What follows belongs to an exercise in optimizing a design on an open flow for small area; a production flow would make more cautious choices.
Only the layout flow was run in this run; the RTL was not checked for function there.
Power figures rest on the tool's default switching activity, not on a simulated workload.

`flow/config.mk`:
```
export PLATFORM = sky130hd
export DESIGN_NAME = Matrix_Multiplication
export DESIGN_NICKNAME = Matrix_Multiplication
export VERILOG_FILES = /design/flow/design.v
export SDC_FILE = /design/flow/constraint.sdc
export NUM_CORES = 4
export LEC_CHECK = 0
export CAP_MARGIN = 20
export CORE_MARGIN = 2
export CORE_UTILIZATION = 65
export GPL_TIMING_DRIVEN = 0
export SLEW_MARGIN = 20
```
`flow/constraint.sdc`:
```
create_clock -name core_clock -period 8.0 [get_ports {clk}]
set_input_delay 1.6000 -clock core_clock [delete_from_list [all_inputs] [get_ports {clk}]]
set_output_delay 1.6000 -clock core_clock [all_outputs]
set_load 0.01 [all_outputs]
```
`flow/design.v`:
```
module Systolic_array (
    input clk, reset,
    input [7:0] in_a, in_b,
    output reg [7:0] out_a, out_b,
    output reg [16:0] out_c
);
  wire [16:0] nxt;
  wire w1;
  Systolic_and2 u2 (.a(in_a[0]), .b(in_b[0]), .y(w1));
  wire w3;
  Systolic_and2 u4 (.a(in_a[0]), .b(in_b[1]), .y(w3));
  wire w5;
  Systolic_nand2 u6 (.a(in_a[0]), .b(in_b[2]), .y(w5));
  wire w7;
  Systolic_nand2 u8 (.a(in_a[0]), .b(in_b[3]), .y(w7));
  wire w9;
  Systolic_nand2 u10 (.a(in_a[0]), .b(in_b[4]), .y(w9));
  wire w11;
  Systolic_nand2 u12 (.a(in_a[0]), .b(in_b[5]), .y(w11));
  wire w13;
  Systolic_nand2 u14 (.a(in_a[0]), .b(in_b[6]), .y(w13));
  wire w15;
  Systolic_nand2 u16 (.a(in_a[0]), .b(in_b[7]), .y(w15));
  wire w17;
  Systolic_and2 u18 (.a(in_a[1]), .b(in_b[0]), .y(w17));
  wire w19;
  Systolic_nand2 u20 (.a(in_a[1]), .b(in_b[1]), .y(w19));
  wire w21;
  Systolic_nand2 u22 (.a(in_a[1]), .b(in_b[2]), .y(w21));
  wire w23;
  Systolic_nand2 u24 (.a(in_a[1]), .b(in_b[3]), .y(w23));
  wire w25;
  Systolic_nand2 u26 (.a(in_a[1]), .b(in_b[4]), .y(w25));
  wire w27;
  Systolic_nand2 u28 (.a(in_a[1]), .b(in_b[5]), .y(w27));
  wire w29;
  Systolic_nand2 u30 (.a(in_a[1]), .b(in_b[6]), .y(w29));
  wire w31;
  Systolic_nand2 u32 (.a(in_a[1]), .b(in_b[7]), .y(w31));
  wire w33;
  Systolic_nand2 u34 (.a(in_a[2]), .b(in_b[0]), .y(w33));
  wire w35;
  Systolic_nand2 u36 (.a(in_a[2]), .b(in_b[1]), .y(w35));
  wire w37;
  Systolic_nand2 u38 (.a(in_a[2]), .b(in_b[2]), .y(w37));
  wire w39;
  Systolic_nand2 u40 (.a(in_a[2]), .b(in_b[3]), .y(w39));
  wire w41;
  Systolic_nand2 u42 (.a(in_a[2]), .b(in_b[4]), .y(w41));
  wire w43;
  Systolic_nand2 u44 (.a(in_a[2]), .b(in_b[5]), .y(w43));
  wire w45;
  Systolic_nand2 u46 (.a(in_a[2]), .b(in_b[6]), .y(w45));
  wire w47;
  Systolic_nand2 u48 (.a(in_a[2]), .b(in_b[7]), .y(w47));
  wire w49;
  Systolic_nand2 u50 (.a(in_a[3]), .b(in_b[0]), .y(w49));
  wire w51;
  Systolic_nand2 u52 (.a(in_a[3]), .b(in_b[1]), .y(w51));
  wire w53;
  Systolic_nand2 u54 (.a(in_a[3]), .b(in_b[2]), .y(w53));
  wire w55;
  Systolic_nand2 u56 (.a(in_a[3]), .b(in_b[3]), .y(w55));
  wire w57;
  Systolic_nand2 u58 (.a(in_a[3]), .b(in_b[4]), .y(w57));
  wire w59;
  Systolic_nand2 u60 (.a(in_a[3]), .b(in_b[5]), .y(w59));
  wire w61;
  Systolic_nand2 u62 (.a(in_a[3]), .b(in_b[6]), .y(w61));
  wire w63;
  Systolic_nand2 u64 (.a(in_a[3]), .b(in_b[7]), .y(w63));
  wire w65;
  Systolic_nand2 u66 (.a(in_a[4]), .b(in_b[0]), .y(w65));
  wire w67;
  Systolic_nand2 u68 (.a(in_a[4]), .b(in_b[1]), .y(w67));
  wire w69;
  Systolic_nand2 u70 (.a(in_a[4]), .b(in_b[2]), .y(w69));
  wire w71;
  Systolic_nand2 u72 (.a(in_a[4]), .b(in_b[3]), .y(w71));
  wire w73;
  Systolic_nand2 u74 (.a(in_a[4]), .b(in_b[4]), .y(w73));
  wire w75;
  Systolic_nand2 u76 (.a(in_a[4]), .b(in_b[5]), .y(w75));
  wire w77;
  Systolic_nand2 u78 (.a(in_a[4]), .b(in_b[6]), .y(w77));
  wire w79;
  Systolic_nand2 u80 (.a(in_a[4]), .b(in_b[7]), .y(w79));
  wire w81;
  Systolic_nand2 u82 (.a(in_a[5]), .b(in_b[0]), .y(w81));
  wire w83;
  Systolic_nand2 u84 (.a(in_a[5]), .b(in_b[1]), .y(w83));
  wire w85;
  Systolic_nand2 u86 (.a(in_a[5]), .b(in_b[2]), .y(w85));
  wire w87;
  Systolic_nand2 u88 (.a(in_a[5]), .b(in_b[3]), .y(w87));
  wire w89;
  Systolic_nand2 u90 (.a(in_a[5]), .b(in_b[4]), .y(w89));
  wire w91;
  Systolic_nand2 u92 (.a(in_a[5]), .b(in_b[5]), .y(w91));
  wire w93;
  Systolic_nand2 u94 (.a(in_a[5]), .b(in_b[6]), .y(w93));
  wire w95;
  Systolic_nand2 u96 (.a(in_a[5]), .b(in_b[7]), .y(w95));
  wire w97;
  Systolic_nand2 u98 (.a(in_a[6]), .b(in_b[0]), .y(w97));
  wire w99;
  Systolic_nand2 u100 (.a(in_a[6]), .b(in_b[1]), .y(w99));
  wire w101;
  Systolic_nand2 u102 (.a(in_a[6]), .b(in_b[2]), .y(w101));
  wire w103;
  Systolic_nand2 u104 (.a(in_a[6]), .b(in_b[3]), .y(w103));
  wire w105;
  Systolic_nand2 u106 (.a(in_a[6]), .b(in_b[4]), .y(w105));
  wire w107;
  Systolic_nand2 u108 (.a(in_a[6]), .b(in_b[5]), .y(w107));
  wire w109;
  Systolic_nand2 u110 (.a(in_a[6]), .b(in_b[6]), .y(w109));
  wire w111;
  Systolic_nand2 u112 (.a(in_a[6]), .b(in_b[7]), .y(w111));
  wire w113;
  Systolic_nand2 u114 (.a(in_a[7]), .b(in_b[0]), .y(w113));
  wire w115;
  Systolic_nand2 u116 (.a(in_a[7]), .b(in_b[1]), .y(w115));
  wire w117;
  Systolic_nand2 u118 (.a(in_a[7]), .b(in_b[2]), .y(w117));
  wire w119;
  Systolic_nand2 u120 (.a(in_a[7]), .b(in_b[3]), .y(w119));
  wire w121;
  Systolic_nand2 u122 (.a(in_a[7]), .b(in_b[4]), .y(w121));
  wire w123;
  Systolic_nand2 u124 (.a(in_a[7]), .b(in_b[5]), .y(w123));
  wire w125;
  Systolic_nand2 u126 (.a(in_a[7]), .b(in_b[6]), .y(w125));
  wire w127;
  Systolic_nand2 u128 (.a(in_a[7]), .b(in_b[7]), .y(w127));
  wire w129;
  wire w130;
  Systolic_ha u131 (.a(w1), .b(out_c[0]), .s(w129), .co(w130));
  wire w132;
  wire w133;
  Systolic_fa u134 (.a(out_c[1]), .b(w17), .ci(w3), .s(w132), .co(w133));
  wire w135;
  wire w136;
  Systolic_ha u137 (.a(w132), .b(w130), .s(w135), .co(w136));
  wire w138;
  wire w139;
  Systolic_fa u140 (.a(w5), .b(w19), .ci(w33), .s(w138), .co(w139));
  wire w141;
  Systolic_inv u142 (.a(w138), .y(w141));
  wire w143;
  wire w144;
  Systolic_fa u145 (.a(out_c[2]), .b(w133), .ci(w141), .s(w143), .co(w144));
  wire w146;
  wire w147;
  Systolic_ha u148 (.a(w143), .b(w136), .s(w146), .co(w147));
  wire w149;
  wire w150;
  Systolic_fa u151 (.a(w49), .b(w35), .ci(w7), .s(w149), .co(w150));
  wire w152;
  wire w153;
  Systolic_fa u154 (.a(w21), .b(w139), .ci(w149), .s(w152), .co(w153));
  wire w155;
  Systolic_inv u156 (.a(w152), .y(w155));
  wire w157;
  wire w158;
  Systolic_fa u159 (.a(out_c[3]), .b(w144), .ci(w155), .s(w157), .co(w158));
  wire w160;
  wire w161;
  Systolic_ha u162 (.a(w157), .b(w147), .s(w160), .co(w161));
  wire w163;
  wire w164;
  Systolic_fa u165 (.a(w51), .b(w23), .ci(w65), .s(w163), .co(w164));
  wire w166;
  wire w167;
  Systolic_fa u168 (.a(w9), .b(w37), .ci(w150), .s(w166), .co(w167));
  wire w169;
  wire w170;
  Systolic_fa u171 (.a(w163), .b(w166), .ci(w153), .s(w169), .co(w170));
  wire w172;
  Systolic_inv u173 (.a(w169), .y(w172));
  wire w174;
  wire w175;
  Systolic_fa u176 (.a(out_c[4]), .b(w158), .ci(w172), .s(w174), .co(w175));
  wire w177;
  wire w178;
  Systolic_ha u179 (.a(w174), .b(w161), .s(w177), .co(w178));
  wire w180;
  wire w181;
  Systolic_fa u182 (.a(w39), .b(w81), .ci(w67), .s(w180), .co(w181));
  wire w183;
  wire w184;
  Systolic_fa u185 (.a(w53), .b(w25), .ci(w11), .s(w183), .co(w184));
  wire w186;
  wire w187;
  Systolic_fa u188 (.a(w164), .b(w180), .ci(w183), .s(w186), .co(w187));
  wire w189;
  wire w190;
  Systolic_fa u191 (.a(w167), .b(w186), .ci(w170), .s(w189), .co(w190));
  wire w192;
  Systolic_inv u193 (.a(w189), .y(w192));
  wire w194;
  wire w195;
  Systolic_fa u196 (.a(out_c[5]), .b(w192), .ci(w175), .s(w194), .co(w195));
  wire w197;
  wire w198;
  Systolic_ha u199 (.a(w194), .b(w178), .s(w197), .co(w198));
  wire w200;
  wire w201;
  Systolic_fa u202 (.a(w41), .b(w69), .ci(w27), .s(w200), .co(w201));
  wire w203;
  wire w204;
  Systolic_fa u205 (.a(w55), .b(w97), .ci(w83), .s(w203), .co(w204));
  wire w206;
  wire w207;
  Systolic_fa u208 (.a(w13), .b(w184), .ci(w200), .s(w206), .co(w207));
  wire w209;
  wire w210;
  Systolic_fa u211 (.a(w181), .b(w203), .ci(w187), .s(w209), .co(w210));
  wire w212;
  wire w213;
  Systolic_fa u214 (.a(w206), .b(w209), .ci(w190), .s(w212), .co(w213));
  wire w215;
  Systolic_inv u216 (.a(w212), .y(w215));
  wire w217;
  wire w218;
  Systolic_fa u219 (.a(out_c[6]), .b(w215), .ci(w195), .s(w217), .co(w218));
  wire w220;
  wire w221;
  Systolic_ha u222 (.a(w217), .b(w198), .s(w220), .co(w221));
  wire w223;
  wire w224;
  Systolic_fa u225 (.a(w71), .b(w29), .ci(w15), .s(w223), .co(w224));
  wire w226;
  wire w227;
  Systolic_fa u228 (.a(w57), .b(w113), .ci(w99), .s(w226), .co(w227));
  wire w229;
  wire w230;
  Systolic_fa u231 (.a(w85), .b(w43), .ci(w201), .s(w229), .co(w230));
  wire w232;
  wire w233;
  Systolic_fa u234 (.a(w204), .b(w226), .ci(w223), .s(w232), .co(w233));
  wire w235;
  wire w236;
  Systolic_fa u237 (.a(w229), .b(w207), .ci(w232), .s(w235), .co(w236));
  wire w238;
  wire w239;
  Systolic_fa u240 (.a(w210), .b(w235), .ci(w213), .s(w238), .co(w239));
  wire w241;
  Systolic_inv u242 (.a(w238), .y(w241));
  wire w243;
  wire w244;
  Systolic_fa u245 (.a(out_c[7]), .b(w241), .ci(w218), .s(w243), .co(w244));
  wire w246;
  wire w247;
  Systolic_ha u248 (.a(w243), .b(w221), .s(w246), .co(w247));
  wire w249;
  wire w250;
  Systolic_fa u251 (.a(w73), .b(w31), .ci(w87), .s(w249), .co(w250));
  wire w252;
  wire w253;
  Systolic_fa u254 (.a(w101), .b(w59), .ci(w45), .s(w252), .co(w253));
  wire w255;
  wire w256;
  Systolic_fa u257 (.a(w115), .b(w227), .ci(w252), .s(w255), .co(w256));
  wire w258;
  wire w259;
  Systolic_fa u260 (.a(w224), .b(w249), .ci(w233), .s(w258), .co(w259));
  wire w261;
  wire w262;
  Systolic_fa u263 (.a(w230), .b(w255), .ci(w258), .s(w261), .co(w262));
  wire w264;
  wire w265;
  Systolic_fa u266 (.a(w236), .b(w261), .ci(w239), .s(w264), .co(w265));
  wire w267;
  Systolic_inv u268 (.a(w264), .y(w267));
  wire w269;
  wire w270;
  Systolic_fa u271 (.a(out_c[8]), .b(w267), .ci(w244), .s(w269), .co(w270));
  wire w272;
  wire w273;
  Systolic_ha u274 (.a(w269), .b(w247), .s(w272), .co(w273));
  wire w275;
  wire w276;
  Systolic_fa u277 (.a(w89), .b(w61), .ci(w117), .s(w275), .co(w276));
  wire w278;
  wire w279;
  Systolic_fa u280 (.a(w75), .b(w103), .ci(w47), .s(w278), .co(w279));
  wire w281;
  wire w282;
  Systolic_fa u283 (.a(w253), .b(w278), .ci(w275), .s(w281), .co(w282));
  wire w284;
  wire w285;
  Systolic_fa u286 (.a(w250), .b(w256), .ci(w281), .s(w284), .co(w285));
  wire w287;
  wire w288;
  Systolic_fa u289 (.a(w259), .b(w284), .ci(w262), .s(w287), .co(w288));
  wire w290;
  Systolic_inv u291 (.a(w270), .y(w290));
  wire w292;
  wire w293;
  Systolic_fa u294 (.a(w287), .b(w265), .ci(w290), .s(w292), .co(w293));
  wire w295;
  Systolic_inv u296 (.a(w292), .y(w295));
  wire w297;
  wire w298;
  Systolic_fa u299 (.a(out_c[9]), .b(w273), .ci(w295), .s(w297), .co(w298));
  wire w300;
  wire w301;
  Systolic_fa u302 (.a(w77), .b(w105), .ci(w119), .s(w300), .co(w301));
  wire w303;
  wire w304;
  Systolic_fa u305 (.a(w63), .b(w91), .ci(w300), .s(w303), .co(w304));
  wire w306;
  wire w307;
  Systolic_fa u308 (.a(w279), .b(w276), .ci(w282), .s(w306), .co(w307));
  wire w309;
  wire w310;
  Systolic_fa u311 (.a(w303), .b(w285), .ci(w306), .s(w309), .co(w310));
  wire w312;
  wire w313;
  Systolic_fa u314 (.a(w309), .b(w288), .ci(w293), .s(w312), .co(w313));
  wire w315;
  Systolic_inv u316 (.a(w312), .y(w315));
  wire w317;
  wire w318;
  Systolic_fa u319 (.a(out_c[10]), .b(w315), .ci(w298), .s(w317), .co(w318));
  wire w320;
  wire w321;
  Systolic_fa u322 (.a(w121), .b(w93), .ci(w107), .s(w320), .co(w321));
  wire w323;
  wire w324;
  Systolic_fa u325 (.a(w79), .b(w301), .ci(w320), .s(w323), .co(w324));
  wire w326;
  wire w327;
  Systolic_fa u328 (.a(w304), .b(w323), .ci(w307), .s(w326), .co(w327));
  wire w329;
  wire w330;
  Systolic_fa u331 (.a(w326), .b(w310), .ci(w313), .s(w329), .co(w330));
  wire w332;
  Systolic_inv u333 (.a(w329), .y(w332));
  wire w334;
  wire w335;
  Systolic_fa u336 (.a(out_c[11]), .b(w332), .ci(w318), .s(w334), .co(w335));
  wire w337;
  wire w338;
  Systolic_fa u339 (.a(w123), .b(w95), .ci(w109), .s(w337), .co(w338));
  wire w340;
  wire w341;
  Systolic_fa u342 (.a(w321), .b(w337), .ci(w324), .s(w340), .co(w341));
  wire w343;
  wire w344;
  Systolic_fa u345 (.a(w340), .b(w327), .ci(w330), .s(w343), .co(w344));
  wire w346;
  Systolic_inv u347 (.a(w343), .y(w346));
  wire w348;
  wire w349;
  Systolic_fa u350 (.a(out_c[12]), .b(w346), .ci(w335), .s(w348), .co(w349));
  wire w351;
  wire w352;
  Systolic_fa u353 (.a(w125), .b(w111), .ci(w338), .s(w351), .co(w352));
  wire w354;
  wire w355;
  Systolic_fa u356 (.a(w351), .b(w341), .ci(w344), .s(w354), .co(w355));
  wire w357;
  Systolic_inv u358 (.a(w354), .y(w357));
  wire w359;
  wire w360;
  Systolic_fa u361 (.a(out_c[13]), .b(w357), .ci(w349), .s(w359), .co(w360));
  wire w362;
  wire w363;
  Systolic_fa u364 (.a(w127), .b(w352), .ci(w355), .s(w362), .co(w363));
  wire w365;
  Systolic_inv u366 (.a(w362), .y(w365));
  wire w367;
  wire w368;
  Systolic_fa u369 (.a(out_c[14]), .b(w365), .ci(w360), .s(w367), .co(w368));
  wire w370;
  Systolic_inv u371 (.a(w363), .y(w370));
  wire w372;
  wire w373;
  Systolic_fa u374 (.a(out_c[15]), .b(w370), .ci(w368), .s(w372), .co(w373));
  wire w375;
  Systolic_xor2 u376 (.a(out_c[16]), .b(w373), .y(w375));
  assign nxt[0] = w129;
  assign nxt[1] = w135;
  assign nxt[2] = w146;
  assign nxt[3] = w160;
  assign nxt[4] = w177;
  assign nxt[5] = w197;
  assign nxt[6] = w220;
  assign nxt[7] = w246;
  assign nxt[8] = w272;
  assign nxt[9] = w297;
  assign nxt[10] = w317;
  assign nxt[11] = w334;
  assign nxt[12] = w348;
  assign nxt[13] = w359;
  assign nxt[14] = w367;
  assign nxt[15] = w372;
  assign nxt[16] = w375;
  always @(posedge clk or posedge reset) begin
    if (reset) begin
      out_a <= 8'b0;
      out_b <= 8'b0;
      out_c <= 17'b0;
    end else begin
      out_c <= nxt;
      out_a <= in_a;
      out_b <= in_b;
    end
  end
endmodule
module Systolic_array_in (
    input clk, reset,
    input [7:0] in_a, in_b,
    output reg [7:0] out_a, out_b,
    output reg [16:0] out_c
);
  wire [16:0] nxt;
  wire w1;
  Systolic_and2 u2 (.a(in_a[0]), .b(in_b[0]), .y(w1));
  wire w3;
  Systolic_and2 u4 (.a(in_a[0]), .b(in_b[1]), .y(w3));
  wire w5;
  Systolic_nand2 u6 (.a(in_a[0]), .b(in_b[2]), .y(w5));
  wire w7;
  Systolic_nand2 u8 (.a(in_a[0]), .b(in_b[3]), .y(w7));
  wire w9;
  Systolic_nand2 u10 (.a(in_a[0]), .b(in_b[4]), .y(w9));
  wire w11;
  Systolic_nand2 u12 (.a(in_a[0]), .b(in_b[5]), .y(w11));
  wire w13;
  Systolic_nand2 u14 (.a(in_a[0]), .b(in_b[6]), .y(w13));
  wire w15;
  Systolic_nand2 u16 (.a(in_a[0]), .b(in_b[7]), .y(w15));
  wire w17;
  Systolic_and2 u18 (.a(in_a[1]), .b(in_b[0]), .y(w17));
  wire w19;
  Systolic_nand2 u20 (.a(in_a[1]), .b(in_b[1]), .y(w19));
  wire w21;
  Systolic_nand2 u22 (.a(in_a[1]), .b(in_b[2]), .y(w21));
  wire w23;
  Systolic_nand2 u24 (.a(in_a[1]), .b(in_b[3]), .y(w23));
  wire w25;
  Systolic_nand2 u26 (.a(in_a[1]), .b(in_b[4]), .y(w25));
  wire w27;
  Systolic_nand2 u28 (.a(in_a[1]), .b(in_b[5]), .y(w27));
  wire w29;
  Systolic_nand2 u30 (.a(in_a[1]), .b(in_b[6]), .y(w29));
  wire w31;
  Systolic_nand2 u32 (.a(in_a[1]), .b(in_b[7]), .y(w31));
  wire w33;
  Systolic_nand2 u34 (.a(in_a[2]), .b(in_b[0]), .y(w33));
  wire w35;
  Systolic_nand2 u36 (.a(in_a[2]), .b(in_b[1]), .y(w35));
  wire w37;
  Systolic_nand2 u38 (.a(in_a[2]), .b(in_b[2]), .y(w37));
  wire w39;
  Systolic_nand2 u40 (.a(in_a[2]), .b(in_b[3]), .y(w39));
  wire w41;
  Systolic_nand2 u42 (.a(in_a[2]), .b(in_b[4]), .y(w41));
  wire w43;
  Systolic_nand2 u44 (.a(in_a[2]), .b(in_b[5]), .y(w43));
  wire w45;
  Systolic_nand2 u46 (.a(in_a[2]), .b(in_b[6]), .y(w45));
  wire w47;
  Systolic_nand2 u48 (.a(in_a[2]), .b(in_b[7]), .y(w47));
  wire w49;
  Systolic_nand2 u50 (.a(in_a[3]), .b(in_b[0]), .y(w49));
  wire w51;
  Systolic_nand2 u52 (.a(in_a[3]), .b(in_b[1]), .y(w51));
  wire w53;
  Systolic_nand2 u54 (.a(in_a[3]), .b(in_b[2]), .y(w53));
  wire w55;
  Systolic_nand2 u56 (.a(in_a[3]), .b(in_b[3]), .y(w55));
  wire w57;
  Systolic_nand2 u58 (.a(in_a[3]), .b(in_b[4]), .y(w57));
  wire w59;
  Systolic_nand2 u60 (.a(in_a[3]), .b(in_b[5]), .y(w59));
  wire w61;
  Systolic_nand2 u62 (.a(in_a[3]), .b(in_b[6]), .y(w61));
  wire w63;
  Systolic_nand2 u64 (.a(in_a[3]), .b(in_b[7]), .y(w63));
  wire w65;
  Systolic_nand2 u66 (.a(in_a[4]), .b(in_b[0]), .y(w65));
  wire w67;
  Systolic_nand2 u68 (.a(in_a[4]), .b(in_b[1]), .y(w67));
  wire w69;
  Systolic_nand2 u70 (.a(in_a[4]), .b(in_b[2]), .y(w69));
  wire w71;
  Systolic_nand2 u72 (.a(in_a[4]), .b(in_b[3]), .y(w71));
  wire w73;
  Systolic_nand2 u74 (.a(in_a[4]), .b(in_b[4]), .y(w73));
  wire w75;
  Systolic_nand2 u76 (.a(in_a[4]), .b(in_b[5]), .y(w75));
  wire w77;
  Systolic_nand2 u78 (.a(in_a[4]), .b(in_b[6]), .y(w77));
  wire w79;
  Systolic_nand2 u80 (.a(in_a[4]), .b(in_b[7]), .y(w79));
  wire w81;
  Systolic_nand2 u82 (.a(in_a[5]), .b(in_b[0]), .y(w81));
  wire w83;
  Systolic_nand2 u84 (.a(in_a[5]), .b(in_b[1]), .y(w83));
  wire w85;
  Systolic_nand2 u86 (.a(in_a[5]), .b(in_b[2]), .y(w85));
  wire w87;
  Systolic_nand2 u88 (.a(in_a[5]), .b(in_b[3]), .y(w87));
  wire w89;
  Systolic_nand2 u90 (.a(in_a[5]), .b(in_b[4]), .y(w89));
  wire w91;
  Systolic_nand2 u92 (.a(in_a[5]), .b(in_b[5]), .y(w91));
  wire w93;
  Systolic_nand2 u94 (.a(in_a[5]), .b(in_b[6]), .y(w93));
  wire w95;
  Systolic_nand2 u96 (.a(in_a[5]), .b(in_b[7]), .y(w95));
  wire w97;
  Systolic_nand2 u98 (.a(in_a[6]), .b(in_b[0]), .y(w97));
  wire w99;
  Systolic_nand2 u100 (.a(in_a[6]), .b(in_b[1]), .y(w99));
  wire w101;
  Systolic_nand2 u102 (.a(in_a[6]), .b(in_b[2]), .y(w101));
  wire w103;
  Systolic_nand2 u104 (.a(in_a[6]), .b(in_b[3]), .y(w103));
  wire w105;
  Systolic_nand2 u106 (.a(in_a[6]), .b(in_b[4]), .y(w105));
  wire w107;
  Systolic_nand2 u108 (.a(in_a[6]), .b(in_b[5]), .y(w107));
  wire w109;
  Systolic_nand2 u110 (.a(in_a[6]), .b(in_b[6]), .y(w109));
  wire w111;
  Systolic_nand2 u112 (.a(in_a[6]), .b(in_b[7]), .y(w111));
  wire w113;
  Systolic_nand2 u114 (.a(in_a[7]), .b(in_b[0]), .y(w113));
  wire w115;
  Systolic_nand2 u116 (.a(in_a[7]), .b(in_b[1]), .y(w115));
  wire w117;
  Systolic_nand2 u118 (.a(in_a[7]), .b(in_b[2]), .y(w117));
  wire w119;
  Systolic_nand2 u120 (.a(in_a[7]), .b(in_b[3]), .y(w119));
  wire w121;
  Systolic_nand2 u122 (.a(in_a[7]), .b(in_b[4]), .y(w121));
  wire w123;
  Systolic_nand2 u124 (.a(in_a[7]), .b(in_b[5]), .y(w123));
  wire w125;
  Systolic_nand2 u126 (.a(in_a[7]), .b(in_b[6]), .y(w125));
  wire w127;
  Systolic_nand2 u128 (.a(in_a[7]), .b(in_b[7]), .y(w127));
  wire w129;
  wire w130;
  Systolic_ha u131 (.a(w1), .b(out_c[0]), .s(w129), .co(w130));
  wire w132;
  wire w133;
  Systolic_fa u134 (.a(out_c[1]), .b(w3), .ci(w17), .s(w132), .co(w133));
  wire w135;
  wire w136;
  Systolic_ha u137 (.a(w132), .b(w130), .s(w135), .co(w136));
  wire w138;
  wire w139;
  Systolic_fa u140 (.a(w33), .b(w19), .ci(w5), .s(w138), .co(w139));
  wire w141;
  Systolic_inv u142 (.a(w138), .y(w141));
  wire w143;
  wire w144;
  Systolic_fa u145 (.a(out_c[2]), .b(w133), .ci(w141), .s(w143), .co(w144));
  wire w146;
  wire w147;
  Systolic_ha u148 (.a(w143), .b(w136), .s(w146), .co(w147));
  wire w149;
  wire w150;
  Systolic_fa u151 (.a(w21), .b(w49), .ci(w35), .s(w149), .co(w150));
  wire w152;
  wire w153;
  Systolic_fa u154 (.a(w7), .b(w139), .ci(w149), .s(w152), .co(w153));
  wire w155;
  Systolic_inv u156 (.a(w152), .y(w155));
  wire w157;
  wire w158;
  Systolic_fa u159 (.a(out_c[3]), .b(w144), .ci(w155), .s(w157), .co(w158));
  wire w160;
  wire w161;
  Systolic_ha u162 (.a(w157), .b(w147), .s(w160), .co(w161));
  wire w163;
  wire w164;
  Systolic_fa u165 (.a(w37), .b(w9), .ci(w23), .s(w163), .co(w164));
  wire w166;
  wire w167;
  Systolic_fa u168 (.a(w51), .b(w65), .ci(w150), .s(w166), .co(w167));
  wire w169;
  wire w170;
  Systolic_fa u171 (.a(w163), .b(w166), .ci(w153), .s(w169), .co(w170));
  wire w172;
  Systolic_inv u173 (.a(w169), .y(w172));
  wire w174;
  wire w175;
  Systolic_fa u176 (.a(out_c[4]), .b(w158), .ci(w172), .s(w174), .co(w175));
  wire w177;
  wire w178;
  Systolic_ha u179 (.a(w174), .b(w161), .s(w177), .co(w178));
  wire w180;
  wire w181;
  Systolic_fa u182 (.a(w53), .b(w25), .ci(w39), .s(w180), .co(w181));
  wire w183;
  wire w184;
  Systolic_fa u185 (.a(w67), .b(w81), .ci(w11), .s(w183), .co(w184));
  wire w186;
  wire w187;
  Systolic_fa u188 (.a(w164), .b(w183), .ci(w180), .s(w186), .co(w187));
  wire w189;
  wire w190;
  Systolic_fa u191 (.a(w167), .b(w186), .ci(w170), .s(w189), .co(w190));
  wire w192;
  Systolic_inv u193 (.a(w189), .y(w192));
  wire w194;
  wire w195;
  Systolic_fa u196 (.a(out_c[5]), .b(w192), .ci(w175), .s(w194), .co(w195));
  wire w197;
  wire w198;
  Systolic_ha u199 (.a(w194), .b(w178), .s(w197), .co(w198));
  wire w200;
  wire w201;
  Systolic_fa u202 (.a(w13), .b(w41), .ci(w55), .s(w200), .co(w201));
  wire w203;
  wire w204;
  Systolic_fa u205 (.a(w27), .b(w83), .ci(w97), .s(w203), .co(w204));
  wire w206;
  wire w207;
  Systolic_fa u208 (.a(w69), .b(w184), .ci(w200), .s(w206), .co(w207));
  wire w209;
  wire w210;
  Systolic_fa u211 (.a(w181), .b(w203), .ci(w206), .s(w209), .co(w210));
  wire w212;
  wire w213;
  Systolic_fa u214 (.a(w187), .b(w209), .ci(w190), .s(w212), .co(w213));
  wire w215;
  Systolic_inv u216 (.a(w212), .y(w215));
  wire w217;
  wire w218;
  Systolic_fa u219 (.a(out_c[6]), .b(w215), .ci(w195), .s(w217), .co(w218));
  wire w220;
  wire w221;
  Systolic_ha u222 (.a(w217), .b(w198), .s(w220), .co(w221));
  wire w223;
  wire w224;
  Systolic_fa u225 (.a(w113), .b(w71), .ci(w57), .s(w223), .co(w224));
  wire w226;
  wire w227;
  Systolic_fa u228 (.a(w85), .b(w29), .ci(w43), .s(w226), .co(w227));
  wire w229;
  wire w230;
  Systolic_fa u231 (.a(w99), .b(w15), .ci(w204), .s(w229), .co(w230));
  wire w232;
  wire w233;
  Systolic_fa u234 (.a(w201), .b(w226), .ci(w223), .s(w232), .co(w233));
  wire w235;
  wire w236;
  Systolic_fa u237 (.a(w229), .b(w207), .ci(w232), .s(w235), .co(w236));
  wire w238;
  wire w239;
  Systolic_fa u240 (.a(w210), .b(w235), .ci(w213), .s(w238), .co(w239));
  wire w241;
  Systolic_inv u242 (.a(w238), .y(w241));
  wire w243;
  wire w244;
  Systolic_fa u245 (.a(out_c[7]), .b(w241), .ci(w218), .s(w243), .co(w244));
  wire w246;
  wire w247;
  Systolic_ha u248 (.a(w243), .b(w221), .s(w246), .co(w247));
  wire w249;
  wire w250;
  Systolic_fa u251 (.a(w87), .b(w31), .ci(w73), .s(w249), .co(w250));
  wire w252;
  wire w253;
  Systolic_fa u254 (.a(w115), .b(w59), .ci(w101), .s(w252), .co(w253));
  wire w255;
  wire w256;
  Systolic_fa u257 (.a(w45), .b(w227), .ci(w224), .s(w255), .co(w256));
  wire w258;
  wire w259;
  Systolic_fa u260 (.a(w249), .b(w252), .ci(w230), .s(w258), .co(w259));
  wire w261;
  wire w262;
  Systolic_fa u263 (.a(w255), .b(w233), .ci(w258), .s(w261), .co(w262));
  wire w264;
  wire w265;
  Systolic_fa u266 (.a(w236), .b(w261), .ci(w239), .s(w264), .co(w265));
  wire w267;
  Systolic_inv u268 (.a(w264), .y(w267));
  wire w269;
  wire w270;
  Systolic_fa u271 (.a(out_c[8]), .b(w267), .ci(w244), .s(w269), .co(w270));
  wire w272;
  wire w273;
  Systolic_ha u274 (.a(w269), .b(w247), .s(w272), .co(w273));
  wire w275;
  wire w276;
  Systolic_fa u277 (.a(w75), .b(w103), .ci(w117), .s(w275), .co(w276));
  wire w278;
  wire w279;
  Systolic_fa u280 (.a(w89), .b(w61), .ci(w47), .s(w278), .co(w279));
  wire w281;
  wire w282;
  Systolic_fa u283 (.a(w250), .b(w253), .ci(w275), .s(w281), .co(w282));
  wire w284;
  wire w285;
  Systolic_fa u286 (.a(w278), .b(w256), .ci(w281), .s(w284), .co(w285));
  wire w287;
  wire w288;
  Systolic_fa u289 (.a(w259), .b(w284), .ci(w262), .s(w287), .co(w288));
  wire w290;
  Systolic_inv u291 (.a(w270), .y(w290));
  wire w292;
  wire w293;
  Systolic_fa u294 (.a(w287), .b(w265), .ci(w290), .s(w292), .co(w293));
  wire w295;
  Systolic_inv u296 (.a(w292), .y(w295));
  wire w297;
  wire w298;
  Systolic_fa u299 (.a(out_c[9]), .b(w273), .ci(w295), .s(w297), .co(w298));
  wire w300;
  wire w301;
  Systolic_fa u302 (.a(w63), .b(w91), .ci(w77), .s(w300), .co(w301));
  wire w303;
  wire w304;
  Systolic_fa u305 (.a(w119), .b(w105), .ci(w276), .s(w303), .co(w304));
  wire w306;
  wire w307;
  Systolic_fa u308 (.a(w279), .b(w300), .ci(w282), .s(w306), .co(w307));
  wire w309;
  wire w310;
  Systolic_fa u311 (.a(w303), .b(w306), .ci(w285), .s(w309), .co(w310));
  wire w312;
  wire w313;
  Systolic_fa u314 (.a(w309), .b(w288), .ci(w293), .s(w312), .co(w313));
  wire w315;
  Systolic_inv u316 (.a(w312), .y(w315));
  wire w317;
  wire w318;
  Systolic_fa u319 (.a(out_c[10]), .b(w315), .ci(w298), .s(w317), .co(w318));
  wire w320;
  wire w321;
  Systolic_fa u322 (.a(w79), .b(w121), .ci(w107), .s(w320), .co(w321));
  wire w323;
  wire w324;
  Systolic_fa u325 (.a(w93), .b(w301), .ci(w320), .s(w323), .co(w324));
  wire w326;
  wire w327;
  Systolic_fa u328 (.a(w304), .b(w323), .ci(w307), .s(w326), .co(w327));
  wire w329;
  wire w330;
  Systolic_fa u331 (.a(w326), .b(w310), .ci(w313), .s(w329), .co(w330));
  wire w332;
  Systolic_inv u333 (.a(w329), .y(w332));
  wire w334;
  wire w335;
  Systolic_fa u336 (.a(out_c[11]), .b(w332), .ci(w318), .s(w334), .co(w335));
  wire w337;
  wire w338;
  Systolic_fa u339 (.a(w123), .b(w109), .ci(w95), .s(w337), .co(w338));
  wire w340;
  wire w341;
  Systolic_fa u342 (.a(w321), .b(w337), .ci(w324), .s(w340), .co(w341));
  wire w343;
  wire w344;
  Systolic_fa u345 (.a(w340), .b(w327), .ci(w330), .s(w343), .co(w344));
  wire w346;
  Systolic_inv u347 (.a(w343), .y(w346));
  wire w348;
  wire w349;
  Systolic_fa u350 (.a(out_c[12]), .b(w346), .ci(w335), .s(w348), .co(w349));
  wire w351;
  wire w352;
  Systolic_fa u353 (.a(w125), .b(w111), .ci(w338), .s(w351), .co(w352));
  wire w354;
  wire w355;
  Systolic_fa u356 (.a(w351), .b(w341), .ci(w344), .s(w354), .co(w355));
  wire w357;
  Systolic_inv u358 (.a(w354), .y(w357));
  wire w359;
  wire w360;
  Systolic_fa u361 (.a(out_c[13]), .b(w357), .ci(w349), .s(w359), .co(w360));
  wire w362;
  wire w363;
  Systolic_fa u364 (.a(w127), .b(w352), .ci(w355), .s(w362), .co(w363));
  wire w365;
  Systolic_inv u366 (.a(w362), .y(w365));
  wire w367;
  wire w368;
  Systolic_fa u369 (.a(out_c[14]), .b(w365), .ci(w360), .s(w367), .co(w368));
  wire w370;
  Systolic_inv u371 (.a(w363), .y(w370));
  wire w372;
  wire w373;
  Systolic_fa u374 (.a(out_c[15]), .b(w370), .ci(w368), .s(w372), .co(w373));
  wire w375;
  Systolic_xor2 u376 (.a(out_c[16]), .b(w373), .y(w375));
  assign nxt[0] = w129;
  assign nxt[1] = w135;
  assign nxt[2] = w146;
  assign nxt[3] = w160;
  assign nxt[4] = w177;
  assign nxt[5] = w197;
  assign nxt[6] = w220;
  assign nxt[7] = w246;
  assign nxt[8] = w272;
  assign nxt[9] = w297;
  assign nxt[10] = w317;
  assign nxt[11] = w334;
  assign nxt[12] = w348;
  assign nxt[13] = w359;
  assign nxt[14] = w367;
  assign nxt[15] = w372;
  assign nxt[16] = w375;
  always @(posedge clk or posedge reset) begin
    if (reset) begin
      out_a <= 8'b0;
      out_b <= 8'b0;
      out_c <= 17'b0;
    end else begin
      out_c <= nxt;
      out_a <= in_a;
      out_b <= in_b;
    end
  end
endmodule
module Systolic_and2 (input a, b, output y);
  assign y = a & b;
endmodule
module Systolic_fa (input a, b, ci, output s, co);
  assign s = a ^ b ^ ci;
  assign co = (a & b) | (a & ci) | (b & ci);
endmodule
module Systolic_ha (input a, b, output s, co);
  assign s = a ^ b;
  assign co = a & b;
endmodule
module Systolic_inv (input a, output y);
  assign y = ~a;
endmodule
module Systolic_nand2 (input a, b, output y);
  assign y = ~(a & b);
endmodule
module Systolic_nor2 (input a, b, output y);
  assign y = ~(a | b);
endmodule
module Systolic_nor2b (input a, bn, output y);
  assign y = ~(a | ~bn);
endmodule
module Systolic_or2 (input a, b, output y);
  assign y = a | b;
endmodule
module Systolic_or2b (input a, bn, output y);
  assign y = a | ~bn;
endmodule
module Systolic_xnor2 (input a, b, output y);
  assign y = ~(a ^ b);
endmodule
module Systolic_xor2 (input a, b, output y);
  assign y = a ^ b;
endmodule
module Matrix_Multiplication (
  input clk, reset,
  input [7:0] a1, a2, a3, a4, b1, b2, b3, b4,
  output [16:0] c1, c2, c3, c4, c5, c6, c7, c8, c9, c10, c11, c12, c13, c14, c15, c16
);
  wire [7:0] 
  p12, p15, p23, p26, 
  p34, p37, p48, p56, 
  p59, p610, p67, p78, 
  p711, p812, p913, p910, 
  p1014, p1011, p1115, p1112, 
  p1216, p1314, p1415, p1516;
  Systolic_array B1(
    .clk(clk),
    .reset(reset),
    .in_a(a1),
    .in_b(b1),
    .out_a(p15),
    .out_b(p12),
    .out_c(c1)
  );
  Systolic_array B2(
    .clk(clk),
    .reset(reset),
    .in_a(a2),
    .in_b(p12),
    .out_a(p26),
    .out_b(p23),
    .out_c(c2)
  );
  Systolic_array B3(
    .clk(clk),
    .reset(reset),
    .in_a(a3),
    .in_b(p23),
    .out_a(p37),
    .out_b(p34),
    .out_c(c3)
  );
  Systolic_array B4(
    .clk(clk),
    .reset(reset),
    .in_a(a4),
    .in_b(p34),
    .out_a(p48),
    .out_b(),
    .out_c(c4)
  );
  Systolic_array B5(
    .clk(clk),
    .reset(reset),
    .in_a(p15),
    .in_b(b2),
    .out_a(p59),
    .out_b(p56),
    .out_c(c5)
  );
  Systolic_array_in B6(
    .clk(clk),
    .reset(reset),
    .in_a(p26),
    .in_b(p56),
    .out_a(p610),
    .out_b(p67),
    .out_c(c6)
  );
  Systolic_array_in B7(
    .clk(clk),
    .reset(reset),
    .in_a(p37),
    .in_b(p67),
    .out_a(p711),
    .out_b(p78),
    .out_c(c7)
  );
  Systolic_array_in B8(
    .clk(clk),
    .reset(reset),
    .in_a(p48),
    .in_b(p78),
    .out_a(p812),
    .out_b(),
    .out_c(c8)
  );
  Systolic_array B9(
    .clk(clk),
    .reset(reset),
    .in_a(p59),
    .in_b(b3),
    .out_a(p913),
    .out_b(p910),
    .out_c(c9)
  );
  Systolic_array_in B10(
    .clk(clk),
    .reset(reset),
    .in_a(p610),
    .in_b(p910),
    .out_a(p1014),
    .out_b(p1011),
    .out_c(c10)
  );
  Systolic_array_in B11(
    .clk(clk),
    .reset(reset),
    .in_a(p711),
    .in_b(p1011),
    .out_a(p1115),
    .out_b(p1112),
    .out_c(c11)
  );
  Systolic_array_in B12(
    .clk(clk),
    .reset(reset),
    .in_a(p812),
    .in_b(p1112),
    .out_a(p1216),
    .out_b(),
    .out_c(c12)
  );
  Systolic_array B13(
    .clk(clk),
    .reset(reset),
    .in_a(p913),
    .in_b(b4),
    .out_a(),
    .out_b(p1314),
    .out_c(c13)
  );
  Systolic_array_in B14(
    .clk(clk),
    .reset(reset),
    .in_a(p1014),
    .in_b(p1314),
    .out_a(),
    .out_b(p1415),
    .out_c(c14)
  );
  Systolic_array_in B15(
    .clk(clk),
    .reset(reset),
    .in_a(p1115),
    .in_b(p1415),
    .out_a(),
    .out_b(p1516),
    .out_c(c15)
  );
  Systolic_array_in B16(
    .clk(clk),
    .reset(reset),
    .in_a(p1216),
    .in_b(p1516),
    .out_a(),
    .out_b(),
    .out_c(c16)
  );
endmodule
```
`flow/flow/run.sh`:
```
#!/bin/bash
# Own flow: the standard layout, with the PE's leaf modules mapped one-to-one
# onto standard cells before synthesis (flow/map.py), buf_1 port buffers,
# synthesis buffers removed at floorplan, and the extra ORFS settings listed
# one per line in flow/make_args.  Each tool's output goes to a log here.
set -euo pipefail
python3 flow/map.py design.v > design_mapped.v 2> map.log
EXTRA=()
if [[ -f flow/make_args ]]; then
  while IFS= read -r line; do
    [[ -n "$line" && "$line" != \#* ]] && EXTRA+=("$line")
  done < flow/make_args
fi
bash standard.sh VERILOG_FILES=$PWD/design_mapped.v \
  "BUFFER_PORTS_ARGS=-buffer_cell sky130_fd_sc_hd__buf_1" \
  REMOVE_ABC_BUFFERS=1 "${EXTRA[@]}" \
  finish > standard.log 2>&1
```
`flow/flow/make_args`:
```
CTS_ARGS=-sink_clustering_enable -repair_clock_nets -dont_use_dummy_load -buf_list sky130_fd_sc_hd__clkbuf_8 -sink_clustering_size 20 -sink_clustering_max_diameter 60
```
`flow/flow/map.py`:
```
#!/usr/bin/env python3
"""Map the leaf modules of the PE netlist (Systolic_fa, Systolic_nand2, ...)
one-to-one onto sky130hd cells.  Reads design.v, writes the mapped design to
stdout.  Each leaf module keeps its name and ports; only its body becomes a
single standard-cell instance with the same function."""
import re, sys

CELLS = {
    'fa':    ("input a, b, ci, output s, co", "sky130_fd_sc_hd__fa_1 c (.A(a), .B(b), .CIN(ci), .SUM(s), .COUT(co));"),
    'ha':    ("input a, b, output s, co", "sky130_fd_sc_hd__ha_1 c (.A(a), .B(b), .SUM(s), .COUT(co));"),
    'nand2': ("input a, b, output y", "sky130_fd_sc_hd__nand2_1 c (.A(a), .B(b), .Y(y));"),
    'and2':  ("input a, b, output y", "sky130_fd_sc_hd__and2_1 c (.A(a), .B(b), .X(y));"),
    'nor2':  ("input a, b, output y", "sky130_fd_sc_hd__nor2_1 c (.A(a), .B(b), .Y(y));"),
    'or2':   ("input a, b, output y", "sky130_fd_sc_hd__or2_1 c (.A(a), .B(b), .X(y));"),
    'xor2':  ("input a, b, output y", "sky130_fd_sc_hd__xor2_1 c (.A(a), .B(b), .X(y));"),
    'xnor2': ("input a, b, output y", "sky130_fd_sc_hd__xnor2_1 c (.A(a), .B(b), .Y(y));"),
    'inv':   ("input a, output y", "sky130_fd_sc_hd__inv_1 c (.A(a), .Y(y));"),
    'nor2b': ("input a, bn, output y", "sky130_fd_sc_hd__nor2b_1 c (.A(a), .B_N(bn), .Y(y));"),
    'or2b':  ("input a, bn, output y", "sky130_fd_sc_hd__or2b_1 c (.A(a), .B_N(bn), .X(y));"),
}

src = open(sys.argv[1]).read()
n = 0
for m, (ports, body) in CELLS.items():
    pat = re.compile(r'\bmodule\s+Systolic_' + m + r'\b.*?\bendmodule\b', re.S)
    src, k = pat.subn(f"module Systolic_{m} ({ports});\n  {body}\nendmodule", src)
    n += k
sys.stdout.write(src)
print(f"map.py: mapped {n} leaf modules", file=sys.stderr)
```
`flow/standard.sh`:
```
#!/bin/bash
# synth_recipe.tcl (not shown) runs the flow's synth.tcl, then flattens the netlist and writes it again
# the make line also repeats each setting of config.mk as NAME=value (left out here)
make -C /OpenROAD-flow-scripts/flow DESIGN_CONFIG=/design/flow/config.mk WORK_HOME=/design/flow/orfs CLKGATE_MAP_FILE= SYNTH_SCRIPT=/design/flow/synth_recipe.tcl "${@:-finish}"
```
==> reports/results.md <==
Timing
• final cycle utilization of the critical path: 98.2%
• highest achievable clock rate: 0.127 GHz
• final setup violation count: 0
• summed negative setup slack over all endpoints: 0 ns
• time the worst path needs with I/O delays and setup: 7.86 ns
• Rel. slew slack: 62.0%
• Slew @ Worst Pin: 0.569 ns
• post-route worst setup slack: 0.142 ns
• number of hold violations in the final report: 0
• number of pins with negative max-slew slack in the final report: 0
• clk_skew: 0.0725 ns

CTS
• CTS tree: done
• number of sinks on the clock net: 464
• Clock H-tree levels: 2
• clock buffer count from CTS: 48
• register clock-pin slew on the reported worst setup and hold paths: 0.07 ns
• buffer depth of the longest clock path: 3
• Root Buffer: clkbuf_8
• Clk Latency, worst-skew pair: 0.69 ns

Worst setup path
• CP startpoint kind: input pin
• WP data required: 8.53 ns
• worst-path fanout max: 9
• Critical Path Sink Type: register
• setup slack of the worst register-to-register path: 0.36 ns
• Worst Setup Path Type: in2reg
• arrival time of data at the critical path endpoint: 8.39 ns

Routing
• residual antenna-violating net count after detailed routing: 0
• Total Wirelength: 81200 µm
• routed length per instance: 19.7 µm
• residual DRC count: 0
• detailed-route via count: 22800
• via density per instance: 5.53
• Starting DRT DRC Count: 1372
• first-pass iteration count of the detailed router: 7

Synthesis
• netlist area before placement: 0.0406 mm²
• share of the synthesized area in the top cell type: 49.7%
• register area share after synthesis: 28.6%
• most frequently used flop master after synthesis: dfrtp_1
• Seq cells post-synth: 464
• Post-synth EDFFs: 0
• most common cell in the netlist: fa_1
• leading post-synthesis cells by cell area: fa_1 50%, dfrtp_1 29%, nand2_1 9.0%
• Yosys Warn Count: 2
• top post-synthesis cells by count: 1008 x fa_1, 976 x nand2_1, 464 x dfrtp_1
• cell taking the most area after synthesis: fa_1
• number of library cell types mapped by synthesis: 8
• cells after synthesis: 3169
• share of flip-flops with an asynchronous set or reset after synthesis: 100%
• synthesized area per cell: 12.8 µm²

Die
• starting utilization of the core area: 65.9%
• count of standard-cell rows: 91
• core box area: 0.0617 mm²
• vertical die dimension: 254 µm
• die area: 0.0645 mm²
• die width: 254 µm
• number of top-level pins: 338

Placement
• Inst Count DP: 4076
• worst slack at placement: -1.05 ns
• Final HPWL DP: 66200 µm
• weighted congestion reported at the end of routability-driven placement: 0.893
• IO buf count: 337
• area after detailed placement: 0.0411 mm²

Cells and area
• # fillers: 4599
• Synth-to-Final Area Change: 3.40%
• Cell Count, Final, Fillers Out: 4126
• post-route standard cell area excluding fillers: 0.0420 mm²
• proportion of layout cells with a drive suffix above 1: 5.17%
• net count of the finished layout: 4507

Global route
• global routing usage summed across all routing layers: 27.7%
• number of global-route vias before repair: 27300
• global-route wire length before repair: 138000 µm
• maximum number of pins on one net before global-route repair: 98
• number of antenna violations at the first check in global routing: 4
• Congestion Overflow GR: 0

Power
• Peak supply drop: 0.342 mV
• total power of the final layout: 15300 µW
• Power Dens Cells: 364 mW/mm²
• total leakage power: 0.0173 µW

Min path
• Tightest Hold Check Type: reg2reg

Flow run
• total of max-cap violations: 0

Outcome
• run status: finished clean

==> metal layers <==
layer	track usage, %	share of wire [%]
met2	46.8	52
met3	5.53	7.3
met4	9.68	3.7
met1	36.5	37
met5	0	0.032
==> what timing repair did <==
action | 4_1_cts | 5_1_grt
resized for setup | 51 | 102
pin swaps | 0 | 9
hold buffers | 0 | 0
setup buffers | 0 | 0
endpoints found under the setup margin | 14 | 16
==> logic make-up after synthesis <==
group | synth area share (%)
xor gates and xnor gates | 0.345
adders and majority gates | 54.1
buffers and inverters | 7.25
DFF | 28.6
and+or+nand+nor | 9.75
==> final cells by class <==
class,count,area [µm²],share of cell area (%)
antenna,2,5.00,0.0119
timing repair buffer,342,1540,3.67
clock buffer,48,661,1.57
multi-input combinational,2192,26200,62.4
tap,837,1050,2.49
inverter,241,912,2.17
sequential,464,11600,27.6
==> worst paths after layout <==
check / from / to / cells past startpoint
max: a3[3] / B3.out_c[16] / 20
min: B12.out_c[16] / B12.out_c[16] / 1
max reg2reg: B9.out_b[2] / B10.out_c[16] / 21
min reg2reg: B12.out_c[16] / B12.out_c[16] / 1
max in group asynchronous: reset / B1.out_c[1] / 5
min in group asynchronous: reset / B7.out_c[5] / 2
==> worst max-delay path, cell delays in order <==
cell and delay, ns:
buf_4 0.16, nand2_1 0.10, fa_2 0.41, fa_1 0.49
fa_1 0.42, fa_2 0.54, inv_1 0.08, fa_1 0.41
fa_1 0.39, fa_1 0.40, fa_1 0.44, ha_1 0.23
fa_1 0.41, fa_2 0.35, fa_2 0.34, fa_2 0.35
fa_2 0.35, fa_1 0.39, fa_1 0.38, xor2_1 0.15
==> per-stage QoR <==
stage / utilization, % / hold WS (ns)
2_1_floorplan: - / 0.472
3_5_place_dp: 66.5 / 0.455
5_1_grt: 68.1 / 0.490
6_report: 68.1 / 0.466
3_3_place_gp: 66.3 / 0.452
4_1_cts: 67.7 / 0.471
==> power by group <==
part	internal (µW)	switching, µW
Sequential	3460	806
Combinational	4350	5330
Clock	533	824
Total	8340	6960
==> layout by cell type (no fill, tap or decap), drive strengths merged <==
master and count:
nand2 976, dfrtp 464, inv 241, and2 48
fa 1008, xor2 16, ha 144, buf 318
clkbuf 72, diode 2

## re-timing with driven ports
In the flow no input, the clock included, has a driving cell. The finished layout below was timed again as built, in two steps. Step 1: set_driving_cell puts a clkbuf_16 on clk and a buf_2 on each other input, an assumption about the parent block. Step 2 moves the port delays by t, midway between the first and last clock arrival at a register: inputs arrive t later, outputs are due t later. That takes back most of the time a late clock gives input paths. Slacks: ideal / step 1 / step 2; pairs: ideal / step 1.
t (ns): 0.716
slack for setup (ns): 0.142 / 0.166 / -0.549
clock arrival spread, ns: 0.089 / 0.089
Met with ideal ports but missed after step 2: setup timing in this run. For this run, drivers alone change the setup slack by +0.024 ns; drivers and shift together by -0.691 ns.
